This is an optimization exercise on Yosys and OpenROAD, whose aim is small area, a short achievable clock period and few clock cycles, not a production implementation. In this exercise RTL edits were held to simulation tests only and were not proved equivalent to the original. Power is estimated from default activity; no workload was simulated.

==> design.v <==
`timescale 1ns / 1ps
module ALU(
	input [2:0]ALUCtl,
	input [31:0]A,
	input [31:0]B,
	output reg [31:0]ALUOut,
	output Zero
    );
	assign Zero=(ALUOut==0);
	always@(*)
		case(ALUCtl)
		0:ALUOut<=A&B;
		1:ALUOut<=A|B;
		2:ALUOut<=A+B;
		6:ALUOut<=A-B;
		7:ALUOut<=A<B?1:0;
		12:ALUOut<=~(A|B);
		default:ALUOut<=0;
		endcase
endmodule
`timescale 1ns / 1ps
module Control_Unit(
	input [5:0]Op,
	input [5:0]Funct,
	output reg RegWrite,
	output reg RegDst,
	output reg ALUSrc,
	output reg [2:0]ALUControl,
	output reg Branch,
	output reg MemWrite,
	output reg MemtoReg,
	output reg Jump,
	output reg bgtz
    );
	always@(*)
	begin
		RegDst=0;
		ALUSrc=0;
		MemtoReg=0;
		RegWrite=0;
		MemWrite=0;
		Branch=0;
		ALUControl=0;
		Jump=0;
		bgtz=0;
	casex({Op,Funct})
		12'b000000_100000: begin 
		RegDst=1;
		RegWrite=1;
		ALUControl=3'b010;
		end
		12'b000000_100010: begin 
		RegDst=1;
		RegWrite=1;
		ALUControl=3'b110;
		end
		12'b000000_100100: begin 
		RegDst=1;
		RegWrite=1;
		ALUControl=3'b000;
		end
		12'b000000_100101: begin 
		RegDst=1;
		RegWrite=1;
		ALUControl=3'b001;
		end
		12'b000000_101010: begin 
		RegDst=1;
		RegWrite=1;
		ALUControl=3'b111;
		end
		12'b100011_xxxxxx: begin 
		ALUSrc=1;
		MemtoReg=1;
		RegWrite=1;
		ALUControl=3'b010;
		end
		12'b101011_xxxxxx: begin 
		ALUSrc=1;
		MemWrite=1;
		ALUControl=3'b010;
		end
		12'b000100_xxxxxx: begin 
		Branch=1;
		ALUControl=3'b110;
		end
		12'b001000_xxxxxx: begin 
		ALUSrc=1;
		RegWrite=1;
		ALUControl=3'b010;
		end
		12'b000111_xxxxxx: begin 
		bgtz=1;
		ALUControl=3'b110;
		end
		12'b000010_xxxxxx: begin 
		Jump=1;
		end
		default:;
	endcase
	end
endmodule
`timescale 1ns / 1ps
module Register_File(
	input clk,
	input [4:0]A1,
	input [4:0]A2,
	input [4:0]A3,
	input [31:0]WD3,
	input RegWrite,
	output [31:0]RD1,
	output [31:0]RD2
    );
	reg [31:0]reg_file[0:31];
	assign RD1=(A1==0) ? 0 : reg_file[A1];
	assign RD2=(A2==0) ? 0 : reg_file[A2];
	always@(posedge clk)
	if(RegWrite)
		reg_file[A3]<=WD3;
endmodule
`timescale 1ns / 1ps
module PC(
	input clk,
	input rst,
	input [31:0]pc_i,
	output [31:0]pc_o
    );
	reg [31:0]PC;
	assign pc_o=PC;
	always@(posedge clk)
		if(rst)
			PC<=0;
		else
			PC<=pc_i;
endmodule
`timescale 1ns / 1ps
module CPU(
	input clk,
	input rst,
	output [31:0]imem_addr,
	input [31:0]imem_rdata,
	output [31:0]dmem_addr,
	output [31:0]dmem_wdata,
	output dmem_we,
	input [31:0]dmem_rdata
    );
	wire [31:0]Instr;
	wire RegWrite,RegDst,ALUSrc,Branch,MemWrite,MemtoReg,Jump,bgtz;
	wire [2:0]ALUControl;
	Control_Unit CONTROL(Instr[31:26],Instr[5:0],RegWrite,RegDst,ALUSrc,ALUControl,Branch,MemWrite,MemtoReg,Jump,bgtz);
	wire PCSrc;
	wire [31:0]PCBranch,PCPlus4,PC_,PC,PCJump,PCSrcA;
	assign PCSrcA=PCSrc ? PCBranch : PCPlus4;
	assign PC_=Jump ? PCJump : PCSrcA;
	PC PC_unit(clk,rst,PC_,PC);
	assign PCPlus4=PC+4;
	assign imem_addr=PC;
	assign Instr=imem_rdata;
	wire [4:0]WriteReg;
	wire [31:0]Result,RD1,RD2;
	wire [4:0]A1,A2;
	assign A1=Instr[25:21];
	assign A2=Instr[20:16];
	Register_File reg_file(clk,A1,A2,WriteReg,Result,RegWrite,RD1,RD2);
	assign WriteReg=RegDst ? Instr[15:11] : Instr[20:16];
	wire [31:0]SignImm;
	assign SignImm[15:0] = Instr[15:0];  
   assign SignImm[31:16] = Instr[15]? 16'hffff : 16'h0000;
	assign PCJump=(Instr[25:0]<<2);
	wire [31:0]SrcA,SrcB,ALUResult;
	wire Zero;
	assign SrcA=RD1;
	assign SrcB=ALUSrc ? SignImm : RD2;
	ALU ALU_unit(ALUControl,SrcA,SrcB,ALUResult,Zero);
	assign PCSrc=(Zero & Branch) | ((~SrcA[31]) & (| SrcA[30:0]) & bgtz);
	assign PCBranch=(SignImm<<2)+PCPlus4;
	wire [31:0]WriteData,ReadData;
	assign WriteData=RD2;
	assign dmem_addr=ALUResult;
	assign dmem_wdata=WriteData;
	assign dmem_we=MemWrite;
	assign ReadData=dmem_rdata;
	assign Result=MemtoReg ? ReadData : ALUResult;
endmodule
==> run.sh <==
#!/bin/bash
# synth_recipe.tcl (not shown) runs the flow's synth.tcl, then flattens the netlist and writes it again
# the make line also repeats each setting of config.mk as NAME=value (left out here)
make -C /OpenROAD-flow-scripts/flow DESIGN_CONFIG=/design/flow/config.mk WORK_HOME=/design/flow/orfs CLKGATE_MAP_FILE= SYNTH_SCRIPT=/design/flow/synth_recipe.tcl finish
==> config.mk <==
export PLATFORM = sky130hd
export DESIGN_NAME = CPU
export DESIGN_NICKNAME = CPU
export VERILOG_FILES = /design/flow/design.v
export SDC_FILE = /design/flow/constraint.sdc
export NUM_CORES = 8
export LEC_CHECK = 0
export CAP_MARGIN = 20
export CORE_MARGIN = 2
export CORE_UTILIZATION = 40
export SLEW_MARGIN = 20
==> constraint.sdc <==
create_clock -name core_clock -period 10.5 [get_ports {clk}]
set_input_delay 2.1000 -clock core_clock [delete_from_list [all_inputs] [get_ports {clk}]]
set_output_delay 2.1000 -clock core_clock [all_outputs]
set_load 0.01 [all_outputs]
==> flow_summary_export.csv <==
group,metric,value,unit
job,maxCapViolCount,0,
placement,gp_congestion,0.934,
logic_synthesis,ys_warn_count,4,
global_routing,track_usage,25.7,%
logic_synthesis,synth_area,56700,um2
routing,postRouteAntennaNets,0,
global_routing,grt_pass1_wl,267000,um
logic_synthesis,synthTopCellsByArea,"edfxtp_1 (54%), mux4_2 (25%), ha_1 (2.8%)",
clock_network,cts.root.buffer_cell,"clkbuf_16",
logic_synthesis,netlist_instances,3419,
global_routing,antenna_found_initial,2,
routing,drc,0,
timing,period_share,97.6,%
floorplanning,ios,163,
global_routing,grt_overflow,0,
global_routing,grt_pass1_vias,36200,
timing,rsz0062_at_grt,"false",
clock_network,clk_pin_slew,0.06,ns
routing,drtIter0Drc,4961,
cells_and_area,layout-drive-gt1-share,30.7,%
worst_setup_path,crit_path_start,"imem_rdata[21]",
routing,via_count,36600,
worst_setup_path,end_kind,"primary output",
min_path,hp-start,"PC_unit.PC[30]",
worst_setup_path,crit_path_start_kind,"primary input",
clock_network,cts_inserted_buffers,107,
floorplanning,row_count,138,
floorplanning,fp.dieW,381,um
clock_network,worstSkewPairLatency,0.75,ns
logic_synthesis,ys_types,93,
logic_synthesis,synth_flop_cell,"edfxtp_1",
clock_network,cts_tree,"yes",
logic_synthesis,synth_edf_count,1024,
routing,wire_per_inst,33.3,um
timing,hold_viol,0,
placement,hpwl,116000,um
power_and_ir_drop,ir_drop,0.137,mV
clock_network,h-tree-depth,3,
cells_and_area,nNetsFinal,3864,
global_routing,grt_max_degree,69,
timing,final.setup.tns,0,ns
worst_setup_path,r2r-start,"reg_file.reg_file[21][10]",
clock_network,cts_setup_buffers,0,
cells_and_area,fillCellCount,12100,
timing,maxSlewViolCount,0,
logic_synthesis,ys_ff_latch,1054,
routing,routed_wl,188000,um
logic_synthesis,synthDominantCellAreaShare,54.2,%
worst_setup_path,crit_type,"primary input to primary output",
timing,finalSetupViolations,0,
power_and_ir_drop,p_leak,21.6,nW
routing,dr.pass1.iters,5,
floorplanning,die-area,145000,um2
worst_setup_path,crit_required,8.40,ns
timing,worstMarginPinSlew,1.18,ns
placement,port_buffers,160,
clock_network,clock_path_buffers,3,
timing,fmax,0.0976,GHz
clock_network,ctsResizeCount,0,
status,status,"timing/DRC/antenna clean",
logic_synthesis,yosys.area.top_type,"edfxtp_1",
logic_synthesis,synth-async-reset-ratio,0,%
timing,fin_worst_skew,0.0740,ns
timing,maxSlewHeadroom,20.9,%
clock_network,cts_sinks,1054,
cells_and_area,syn_to_final_growth,15.6,%
worst_setup_path,cp_max_fo,41,
clock_network,cts-hold-fix-buffers,0,
logic_synthesis,avgSynthCellArea,16.6,um2
timing,period_minus_slack,10.24,ns
cells_and_area,post-route-util,46.4,%
routing,vias_per_cell,6.47,
min_path,hp-class,"flip-flop to flip-flop",
floorplanning,core_area,141000,um2
floorplanning,fp.dieH,381,um
power_and_ir_drop,cellPowerDensity,168,nW/um2
worst_setup_path,arrival,8.14,ns
logic_synthesis,synth_seq_area_share,55.3,%
floorplanning,start_util,40.2,%
[Yosys cell counts (32+ instances only)]
cell      number
buf_1         43
xnor2_1       48
edfxtp_1    1024
nor3_1        40
a22oi_1       32
clkbuf_1     152
a21o_1        40
mux2i_1       39
nor2_1       203
mux4_2       640
o21ai_0       58
a21oi_1      140
nand3_1       45
mux2_2        32
nand2_1      108
ha_1         126
buf_2         47
inv_1        116
[cells by family (layout without fill, tap and decap cells)]
kind of cell             after synthesis  in the layout  synth area share, %
AO/OA/AOI/OAI                        538            538                 6.73
XOR/XNOR                              65             65                 1.00
adder cells (fa/ha/maj)              129            129                 2.88
buffers and inverters                364            702                 2.59
flip-flops                          1054           1054                 55.3
multiplexers                         712            712                 26.8
other                                  1              4              0.00661
AND/OR/NAND/NOR                      556            556                 4.77
[routing by layer]
metal  global-route usage (%)  share of wire (%)  up-vias  wire length [um]
met5                        0                  0        -                 0
met4                     9.33                3.6        0              6790
met3                     4.91                9.0      300             16800
met2                     40.8                 47     1895             89000
met1                     35.5                 40    19500             75300
li1                         -                  -    14800                 -
[final timing paths]
| check | depth (start not counted) | slack (ns) | end |
|---|---|---|---|
| min reg2reg | 3 | 0.65 | PC_unit.PC[30] |
| max | 19 | 0.26 | dmem_addr[31] |
| min | 3 | 0.65 | PC_unit.PC[30] |
| max reg2reg | 21 | 3.47 | PC_unit.PC[23] |
[registers in the layout (all words and copies together), names as in the netlist]
signal	cells
reg_file.reg_file	1024
PC_unit.PC	30
[area by class of cell]
class / instances / area, um2 / area share [%]
inverters: 116 / 435 / 0.664
clock inverters: 73 / 871 / 1.33
well taps: 1890 / 2360 / 3.61
multi-input cells: 2002 / 24200 / 36.9
repair buffers: 388 / 3580 / 5.46
diodes: 2 / 5.00 / 0.00763
flip-flops and latches: 1054 / 31400 / 47.8
clock buffers: 125 / 2770 / 4.22
[through the flow]
| step | setup WS [ns] | instances | instance area (um2) | hold slack (ns) | power (W) |
|---|---|---|---|---|---|
| 2_1_floorplan | 1.22 | 3420 | 56700 | 0.610 | 0.00625 |
| 3_3_place_gp | 0.00326 | 5449 | 61900 | 0.625 | 0.00714 |
| 3_5_place_dp | 0.0371 | 5450 | 61900 | 0.642 | 0.00714 |
| 4_1_cts | 0.0143 | 5648 | 65500 | 0.660 | 0.0111 |
| 5_1_grt | 0.00678 | 5648 | 65600 | 0.725 | 0.0114 |
| 6_report | 0.257 | 5650 | 65600 | 0.650 | 0.0110 |
[power breakdown]
part | switching, W | leakage [nW] | internal, W
Combinational | 0.00135 | 10.3 | 0.000812
Clock | 0.00169 | 1.76 | 0.00227
Sequential | 0.00000586 | 9.54 | 0.00491
Total | 0.00304 | 21.6 | 0.00800
[worst max-delay path, cell delays in order]
cell             delay [ns]
buf_8                  0.38
buf_12                 0.28
buf_12                 0.20
buf_4                  0.23
mux4_2                 0.53
mux4_2                 0.46
a22oi_1                0.59
inv_1                  0.22
ha_1                   0.37
nor3_1                 0.23
buf_4                  0.16
nand2_1                0.10
a2111oi_1              0.46
buf_4                  0.20
nor2_1                 0.05
o31a_1                 0.30
a2111o_1               0.39
a32o_1                 0.30
clkdlybuf4s50_1        0.49
[placed cells by master, fill, tap and decap left out, types with 45 or more instances in the layout]
master / n
a21oi_1: 139
buf_4: 210
clkbuf_16: 108
clkdlybuf4s50_1: 150
edfxtp_1: 1024
ha_1: 126
inv_1: 116
mux4_2: 640
nand2_1: 108
nand3_1: 45
nor2_1: 170
o21ai_0: 58
xnor2_1: 48
Testbench counts, summed over its fixed seeds: cycles 29,473.

re-timing with driven ports:
In the flow no input, the clock included, has a driving cell. The finished layout below was timed again as built, in two steps. Step 1 sets driving cells, clkbuf_16 on the clock port and buf_2 on the other inputs (assumed; they add their load-dependent delay and slew). Step 2 times the ports against the registers' clock, not the clock port: input delays grow and output delays shrink by t, the midpoint of the rising clock arrivals with the driver on. Slacks: ideal / step 1 / step 2; pairs: ideal / step 1.
shift t [ns]: 0.782
slack for setup (ns): 0.257 / 0.181 / 0.181
slew at the worst register clock pin (ns): 0.07 / 0.07
worst slew at a driven data input, ns: 0.08
pins driven straight from the clock port: 1
After both steps this run still meets setup and hold. For this run, drivers alone change the setup slack by -0.076 ns; drivers and shift together by -0.076 ns.
